Context: an optimization exercise on an open-source flow, tuned for small area and a short achievable clock period. The choices shown serve that exercise and are no tape-out recipe.
RTL that was checked went through simulation tests only; none was proved equivalent to the original.
The flow treats the clock pin as an ideal source. Dropping or thinning the clock tree relies on that and would not hold on a real chip.
Power figures rest on the tool's default switching activity, not on a simulated workload.

// fifo_top
module fifo_top (
    input         clk,
    input         rst,         
    input  [63:0] inputs,
    input         in_vld,
    output        fifo_rdy,
    output [63:0] outputs,
    output        fifo_vld,
    input         mac_rdy
  );
Settings: LEC_CHECK=0, CAP_MARGIN=20, CORE_MARGIN=2, CORE_UTILIZATION=60, SETUP_SLACK_MARGIN=2.75, SLEW_MARGIN=20; clock period 4.5 ns.
standard.sh (not shown) runs the stock make flow with config.mk's settings and CLKGATE_MAP_FILE= SYNTH_SCRIPT=/design/flow/synth_recipe.tcl, a recipe that flattens the netlist after the stock synthesis.
==> flow/flow/run.sh <==
#!/bin/bash
# Standard layout (the standard.sh, standard synthesis unchanged) with
# three changes:
#  - port buffers are buf_2 cells instead of the slow clkdlybuf4s50_1 that
#    buffer_ports picks by default;
#  - after global placement, flow/outff.tcl moves each flip-flop that drives
#    an output port buffer next to that buffer (detailed placement legalizes);
#  - the clock tree is a balanced two-level inverter tree built by
#    flow/mycts.tcl in place of clock_tree_synthesis.
set -euo pipefail
export MYCTS_LEAF_SIZE=20
export MYCTS_MID=4
export MYCTS_BUF=sky130_fd_sc_hd__clkinv_8
export MYCTS_MIDBUF=sky130_fd_sc_hd__clkinv_16
bash standard.sh \
  "BUFFER_PORTS_ARGS=-buffer_cell sky130_fd_sc_hd__buf_2" \
  "POST_GLOBAL_PLACE_TCL=$PWD/flow/outff.tcl" \
  "PRE_CTS_TCL=$PWD/flow/mycts.tcl" \
  finish > standard.log 2>&1
Other scripts of this flow, unchanged in this note and not shown: flow/flow/mycts.tcl, flow/flow/outff.tcl
The starting point completed without violations.
Next try:
--- a/flow/config.mk
+++ b/flow/config.mk
@@ -11 +11 @@
-export SETUP_SLACK_MARGIN = 2.75
+export SETUP_SLACK_MARGIN = 3.0
After rerunning: Final area grows by 7.7%; combinational power grows by 25%; global-route usage grows by 1.2 points; die area does not change; register-to-register slack gains 100 ps; via count grows by 5.0%.
In every run of this note, the design's own scripts or RTL, not TritonCTS, make the clock network.

========
## run A
Another version of the RTL of fifo_top (not shown whole).
Size: roughly 19000 sq um of cells after synthesis.
clock: 4.5 ns
lec_check: 0
cap_margin: 20
core_margin: 2
core_utilization: 60
setup_slack_margin: 2.8
slew_margin: 20
==> flow/flow/run.sh <==
#!/bin/bash
# Standard layout with two changes: port buffers are buf_2 cells (not the
# slow clkdlybuf4s50_1 buffer_ports picks by default) and the clock tree is
# built from fewer, larger sink clusters without dummy loads.
set -euo pipefail
bash standard.sh \
  "BUFFER_PORTS_ARGS=-buffer_cell sky130_fd_sc_hd__buf_2" \
  "CTS_ARGS=-sink_clustering_enable -repair_clock_nets -buf_list {sky130_fd_sc_hd__clkbuf_8 sky130_fd_sc_hd__clkbuf_16} -sink_clustering_size 12 -sink_clustering_max_diameter 40 -dont_use_dummy_load" \
  finish > standard.log 2>&1
The following lists how run B was set up differently from run A:
# run A
export LEC_CHECK = 0
export CAP_MARGIN = 20
export CORE_MARGIN = 2
export CORE_UTILIZATION = 60
export SETUP_SLACK_MARGIN = 2.8
export SLEW_MARGIN = 20
create_clock -name core_clock -period 4.5 [get_ports {clk}]
# run B
export LEC_CHECK = 0
export CAP_MARGIN = 20
export CORE_MARGIN = 2
export CORE_UTILIZATION = 40
export SLEW_MARGIN = 20
create_clock -name core_clock -period 4.5 [get_ports {clk}]
==> flow/run.sh (new file) <==
#!/bin/bash
# synth_recipe.tcl (not shown) runs the flow's synth.tcl, then flattens the netlist and writes it again
# the make line also repeats each setting of config.mk as NAME=value (left out here)
make -C /OpenROAD-flow-scripts/flow DESIGN_CONFIG=/design/flow/config.mk WORK_HOME=/design/flow/orfs CLKGATE_MAP_FILE= SYNTH_SCRIPT=/design/flow/synth_recipe.tcl finish
removed: flow/flow/run.sh
removed: flow/standard.sh
[summary]
- Both conditions hold for run B: the flow ran to the end and the final layout passed the timing, DRC and antenna checks.
- Comparing run A and run B, the higher total power is on run B.
- Across both runs, final cycle utilization of the critical path was higher for run B than for run A.
- The fraction of cell area in non-clock buffers of run B exceeds that of run A by 0.85 points.
- Number of detailed-routing iterations run before antenna repair: run B < run A
- On register area, run A and run B are basically level.
- Area added between synthesis and finish ended up 2.4 points higher on run B than on run A.
- [run B] layout clock buffer count rose 10 relative to run A
Here is what was changed in the inputs of run C compared with run B.
# run B
export LEC_CHECK = 0
export CAP_MARGIN = 20
export CORE_MARGIN = 2
export CORE_UTILIZATION = 40
export SLEW_MARGIN = 20
create_clock -name core_clock -period 4.5 [get_ports {clk}]
# run C
export LEC_CHECK = 0
export CAP_MARGIN = 20
export CORE_MARGIN = 2
export CORE_UTILIZATION = 60
export SETUP_SLACK_MARGIN = 2.8
export SLEW_MARGIN = 20
create_clock -name core_clock -period 4.5 [get_ports {clk}]
==> flow/flow/run.sh (new file) <==
#!/bin/bash
# Standard layout with two changes: port buffers are buf_2 cells (not the
# slow clkdlybuf4s50_1 buffer_ports picks by default) and the clock tree is
# built from fewer, larger sink clusters without dummy loads.
set -euo pipefail
bash standard.sh \
  "BUFFER_PORTS_ARGS=-buffer_cell sky130_fd_sc_hd__buf_2" \
  "CTS_ARGS=-sink_clustering_enable -repair_clock_nets -buf_list sky130_fd_sc_hd__clkbuf_16 -sink_clustering_size 30 -sink_clustering_max_diameter 60 -dont_use_dummy_load" \
  finish > standard.log 2>&1
==> flow/standard.sh (new file) <==
#!/bin/bash
# synth_recipe.tcl (not shown) runs the flow's synth.tcl, then flattens the netlist and writes it again
# the make line also repeats each setting of config.mk as NAME=value (left out here)
make -C /OpenROAD-flow-scripts/flow DESIGN_CONFIG=/design/flow/config.mk WORK_HOME=/design/flow/orfs CLKGATE_MAP_FILE= SYNTH_SCRIPT=/design/flow/synth_recipe.tcl "${@:-finish}"
removed: flow/run.sh
### Flow results
- Diff run B -> run C: fill cell total of the finished layout moved down, non-clock buffer contribution to total cell area went down, sequential share of layout area up 3.0 points, wire length climbed 12%.
- Max share of the clock period used by the worst path across run C and run B: run B
- Run C: worst ir drop on vdd is 25% higher than what run B reported.
- According to the power report, total power for run C is lower than for run B.
Input-level comparison between run D and run C:
# run C
export LEC_CHECK = 0
export CAP_MARGIN = 20
export CORE_MARGIN = 2
export CORE_UTILIZATION = 60
export SETUP_SLACK_MARGIN = 2.8
export SLEW_MARGIN = 20
create_clock -name core_clock -period 4.5 [get_ports {clk}]
# run D
export LEC_CHECK = 0
export CAP_MARGIN = 20
export CORE_MARGIN = 2
export CORE_UTILIZATION = 60
export CTS_BUF_LIST = sky130_fd_sc_hd__clkbuf_8
export SETUP_SLACK_MARGIN = 2.8
export SLEW_MARGIN = 20
create_clock -name core_clock -period 4.5 [get_ports {clk}]
==> flow/run.sh (new file) <==
#!/bin/bash
# synth_recipe.tcl (not shown) runs the flow's synth.tcl, then flattens the netlist and writes it again
# the make line also repeats each setting of config.mk as NAME=value (left out here)
make -C /OpenROAD-flow-scripts/flow DESIGN_CONFIG=/design/flow/config.mk WORK_HOME=/design/flow/orfs CLKGATE_MAP_FILE= SYNTH_SCRIPT=/design/flow/synth_recipe.tcl finish
removed: flow/flow/run.sh
removed: flow/standard.sh
==> run notes <==
Each of the runs, namely run C and run D, reached the end of the flow and came out clean. Run C and run D ended up with nearly the same instance count after placement with tap cells included. Summary of run D over run C: fmax lost 0.69%, synthesis-to-layout area growth grew by 4.4 points. Internal power summed over all cells: run D vs run C up about 5.5%. Measured against each other, run C and run D differ in clock skew, the higher figure coming from run C. | multi-input gate share of total cell area | run D vs run C | 0.52 points lower |. Comparing run C and run D, the lower non-clock buffer area fraction after layout is on run C. The final reports for run D and run C show wire length on met3 higher in the former.
Function was not checked in any run of this note: the RTL went through the layout flow alone.

========
## build 24
fifo_top, a different RTL version from the one above (not shown whole).
Size: roughly 1000 cells after synthesis, about 540 flip-flops, roughly 130 I/O pins, ~19000 sq um of cells after synthesis.
// fifo_top
module fifo_top (
    input         clk,
    input         rst,         
    input  [63:0] inputs,
    input         in_vld,
    output        fifo_rdy,
    output [63:0] outputs,
    output        fifo_vld,
    input         mac_rdy
  );
==> flow/config.mk <==
export PLATFORM = sky130hd
export DESIGN_NAME = fifo_top
export DESIGN_NICKNAME = fifo_top
export VERILOG_FILES = /design/flow/design.v
export SDC_FILE = /design/flow/constraint.sdc
export NUM_CORES = 4
export LEC_CHECK = 0
export CAP_MARGIN = 20
export CORE_MARGIN = 2
export CORE_UTILIZATION = 60
export GPL_ROUTABILITY_DRIVEN = 0
export SETUP_SLACK_MARGIN = 2.85
export SLEW_MARGIN = 20
==> flow/constraint.sdc <==
create_clock -name core_clock -period 4.5 [get_ports {clk}]
set_input_delay 0.9000 -clock core_clock [delete_from_list [all_inputs] [get_ports {clk}]]
set_output_delay 0.9000 -clock core_clock [all_outputs]
set_load 0.01 [all_outputs]
==> flow/flow/run.sh <==
#!/bin/bash
# Standard layout (the standard.sh, standard synthesis unchanged) with
# three changes:
#  - port buffers are buf_2 cells instead of the slow clkdlybuf4s50_1 that
#    buffer_ports picks by default;
#  - after global placement, flow/outff.tcl moves each flip-flop that drives
#    an output port buffer next to that buffer (detailed placement legalizes);
#  - the clock tree is a balanced two-level inverter tree built by
#    flow/mycts.tcl in place of clock_tree_synthesis.
set -euo pipefail
export MYCTS_LEAF_SIZE=20
export MYCTS_MID=4
export MYCTS_BUF=sky130_fd_sc_hd__clkinv_8
export MYCTS_MIDBUF=sky130_fd_sc_hd__clkinv_16
bash standard.sh \
  "BUFFER_PORTS_ARGS=-buffer_cell sky130_fd_sc_hd__buf_2" \
  "POST_GLOBAL_PLACE_TCL=$PWD/flow/outff.tcl" \
  "PRE_CTS_TCL=$PWD/flow/mycts.tcl" \
  finish > standard.log 2>&1
==> flow/flow/outff.tcl <==
# After global placement: move each flip-flop that drives an output port's
# buffer next to that buffer, so the flop's output wire is short. Detailed
# placement legalizes the moved cells afterwards.
proc move_output_flops {} {
  set block [ord::get_db_block]
  set die [$block getDieArea]
  set cx [expr {([$die xMin] + [$die xMax]) / 2.0}]
  set cy [expr {([$die yMin] + [$die yMax]) / 2.0}]
  set step [expr {[info exists ::env(OUTFF_STEP_UM)] ? $::env(OUTFF_STEP_UM) : 6.0}]
  set step [expr {$step * [$block getDbUnitsPerMicron]}]
  set moved 0
  foreach bt [$block getBTerms] {
    if {[$bt getIoType] != "OUTPUT"} continue
    set net [$bt getNet]
    if {$net == "NULL"} continue
    set buf ""
    foreach it [$net getITerms] {
      if {[$it isOutputSignal]} { set buf [$it getInst] }
    }
    if {$buf == ""} continue
    set ff ""
    foreach it [$buf getITerms] {
      if {[$it isInputSignal]} {
        set n [$it getNet]
        if {$n == "NULL"} continue
        foreach j [$n getITerms] {
          if {[$j isOutputSignal] && [[[$j getInst] getMaster] isSequential]} { set ff [$j getInst] }
        }
      }
    }
    if {$ff == ""} continue
    lassign [$buf getLocation] bx by
    set dx [expr {$cx - $bx}]; set dy [expr {$cy - $by}]
    set d [expr {hypot($dx, $dy)}]
    if {$d < 1} continue
    set x [expr {int($bx + $step * $dx / $d)}]
    set y [expr {int($by + $step * $dy / $d)}]
    $ff setLocation $x $y
    incr moved
  }
  puts "outff: moved $moved output flip-flops next to their port buffers"
}
move_output_flops
Other scripts of this flow, unchanged in this note and not shown: flow/flow/mycts.tcl
--- input diff build 24..build 46 ---
# build 24
export LEC_CHECK = 0
export CAP_MARGIN = 20
export CORE_MARGIN = 2
export CORE_UTILIZATION = 60
export GPL_ROUTABILITY_DRIVEN = 0
export SETUP_SLACK_MARGIN = 2.85
export SLEW_MARGIN = 20
create_clock -name core_clock -period 4.5 [get_ports {clk}]
# build 46
export LEC_CHECK = 0
export CAP_MARGIN = 20
export CORE_MARGIN = 2
export CORE_UTILIZATION = 60
export SETUP_SLACK_MARGIN = 2.85
export SLEW_MARGIN = 20
create_clock -name core_clock -period 4.5 [get_ports {clk}]
-- flow/flow/run.sh --
<<< build 24, line 18
  "PRE_CTS_TCL=$PWD/flow/mycts.tcl" \
  finish > standard.log 2>&1
>>> build 46, line 18
  "PRE_CTS_TCL=$PWD/flow/mycts.tcl" \
  "RECOVER_POWER=60" \
  finish > standard.log 2>&1
--- outcome ---
Of build 46 and build 24, only build 24 finishes the flow clean.
Of build 46 and build 24, build 24 shows the lower sequential share of cell area, with build 46 above it.
Wire length: build 24 vs build 46, no meaningful difference
From build 24 to build 46 the numbers moved as follows: routed length on met3 shows a reduction of 6.5%; ratio of total power to cell area higher.
When build 46 is measured against build 24, its number of buffers and inverters on the critical path turns out 2 lower.
In build 46, the smallest setup slack after layout came out 1.36 ns below the value in build 24.
Against build 24, the final cell area of build 46 is lower.
Input-level comparison between build 61 and build 46:
-- flow/flow/run.sh --
<<< build 46, line 14
export MYCTS_MIDBUF=sky130_fd_sc_hd__clkinv_16
bash standard.sh \
>>> build 61, line 14
export MYCTS_MIDBUF=sky130_fd_sc_hd__clkinv_16
export OUTFF_AT_PIN=1
bash standard.sh \
<<< build 46, line 18
  "PRE_CTS_TCL=$PWD/flow/mycts.tcl" \
  "RECOVER_POWER=60" \
  finish > standard.log 2>&1
>>> build 61, line 19
  "PRE_CTS_TCL=$PWD/flow/mycts.tcl" \
  finish > standard.log 2>&1
-- flow/flow/outff.tcl --
<<< build 46, line 32
    lassign [$buf getLocation] bx by
    set dx [expr {$cx - $bx}]; set dy [expr {$cy - $by}]
>>> build 61, line 32
    lassign [$buf getLocation] bx by
    if {[info exists ::env(OUTFF_AT_PIN)] && $::env(OUTFF_AT_PIN)} {
      # put the port buffer just inside the core next to its pin
      set core [$block getCoreArea]
      set pb [$bt getBBox]
      set px [expr {([$pb xMin] + [$pb xMax]) / 2}]
      set py [expr {([$pb yMin] + [$pb yMax]) / 2}]
      set bx [expr {min(max($px, [$core xMin]), [$core xMax] - 3000)}]
      set by [expr {min(max($py, [$core yMin]), [$core yMax] - 3000)}]
      $buf setLocation $bx $by
    }
    set dx [expr {$cx - $bx}]; set dy [expr {$cy - $by}]
### Flow results
- Taking build 46 as the reference, in build 61 met2 routed wirelength increased 300 um; portion of total power attributed to combinational logic increased 0.3 points.
- Side by side, first-pass GRT wire length turned out higher in build 61 than in build 46.
- Build 61 reached the final stage; the timing, DRC and antenna checks on its layout passed.
- Going from build 46 to build 61, via count of the first global-routing pass grew slightly.
- Compared with build 46, in build 61 routed wire length rose by about 1%; power after layout did not really move.
Modified inputs, build 38 compared to build 61
-- flow/flow/run.sh --
<<< build 61, line 14
export MYCTS_MIDBUF=sky130_fd_sc_hd__clkinv_16
export OUTFF_AT_PIN=1
bash standard.sh \
  "BUFFER_PORTS_ARGS=-buffer_cell sky130_fd_sc_hd__buf_2" \
  "POST_GLOBAL_PLACE_TCL=$PWD/flow/outff.tcl" \
  "PRE_CTS_TCL=$PWD/flow/mycts.tcl" \
>>> build 38, line 14
export MYCTS_MIDBUF=sky130_fd_sc_hd__clkinv_16
bash standard.sh \
  "BUFFER_PORTS_ARGS=-inputs -buffer_cell sky130_fd_sc_hd__buf_1" \
  "POST_GLOBAL_PLACE_TCL=$PWD/flow/postgp.tcl" \
  "PRE_CTS_TCL=$PWD/flow/mycts.tcl" \
-- flow/flow/outff.tcl --
<<< build 61, line 32
    lassign [$buf getLocation] bx by
    if {[info exists ::env(OUTFF_AT_PIN)] && $::env(OUTFF_AT_PIN)} {
      # put the port buffer just inside the core next to its pin
      set core [$block getCoreArea]
      set pb [$bt getBBox]
      set px [expr {([$pb xMin] + [$pb xMax]) / 2}]
      set py [expr {([$pb yMin] + [$pb yMax]) / 2}]
      set bx [expr {min(max($px, [$core xMin]), [$core xMax] - 3000)}]
      set by [expr {min(max($py, [$core yMin]), [$core yMax] - 3000)}]
      $buf setLocation $bx $by
    }
    set dx [expr {$cx - $bx}]; set dy [expr {$cy - $by}]
>>> build 38, line 32
    lassign [$buf getLocation] bx by
    set dx [expr {$cx - $bx}]; set dy [expr {$cy - $by}]
==> flow/flow/postgp.tcl (new file) <==
# After global placement: buffer the output ports with buf_2 (the inputs were
# buffered with buf_1 by buffer_ports before global placement), then move the
# flip-flops that drive output buffers next to them.
buffer_ports -outputs -buffer_cell sky130_fd_sc_hd__buf_2
source [file join [file dirname [info script]] outff.tcl]
Results
Build 38 reached the end of the flow, and the finished layout is clean on the timing, DRC and antenna checks.
From build 61 to build 38 the numbers moved as follows: fraction of met3 tracks used by global routing ~0 delta, power ~0 delta.
Looking at capture point of the critical path, the u_fifo.rsel[2] result is from build 61; the u_fifo.lvl[1] one comes from build 38.
Comparing build 38 and build 61, the lower worst hold slack is on build 38.
Beginning of the critical path: in_vld -> build 38, mac_rdy -> build 61
Build 38 against build 61; routed wire length is down slightly.
Top routing layer in use: met5 -> build 61, met4 -> build 38
Taking build 61 as the reference, in build 38 sequential share of layout area climbed 0.52 points, number of post-CTS setup repair buffers moved down, pre-CTS worst setup slack shows a reduction of 0.26 ns.
In every run of this note, the design's own scripts or RTL, not TritonCTS, make the clock network.

==> what the ideal ports hide <==
The flow's constraints put no driver on any port. The routed layouts listed below were extracted and timed again, unchanged, in two steps. Step 1 assumes that a clkbuf_16 drives the clock port and a buf_2 every other input. Step 2 times the ports against the registers' clock, not the clock port: input delays grow and output delays shrink by t, the midpoint of the rising clock arrivals with the driver on. a / b / c = no drivers / after step 1 / after step 2; a / b = the first two.
run | t (ns) | setup WS [ns] | worst slew at a driven data input, ns
the first run of note 1 | 0.456 | 2.701 / 2.571 / 2.428 | 0.09
the second run of note 1 | 0.472 | 2.737 / 2.538 / 2.460 | 0.08
run A | 0.605 | 2.431 / 2.379 / 2.267 | 0.08
run B | 0.624 | 1.895 / 1.839 / 1.731 | 0.09
run C | 0.571 | 2.421 / 2.370 / 2.276 | 0.07
run D | 0.643 | 2.406 / 2.356 / 2.248 | 0.09
build 24 | 0.452 | 2.804 / 2.573 / 2.544 | 0.08
build 46 | 0.453 | 1.444 / 1.445 / 1.445 | 0.08
build 61 | 0.458 | 2.809 / 2.584 / 2.549 | 0.08
build 38 | 0.458 | 2.606 / 2.582 / 2.341 | 0.09
The setup slack of the second run of note 1, which loses most, moves by -0.199 ns with the drivers and by -0.277 ns with both steps.
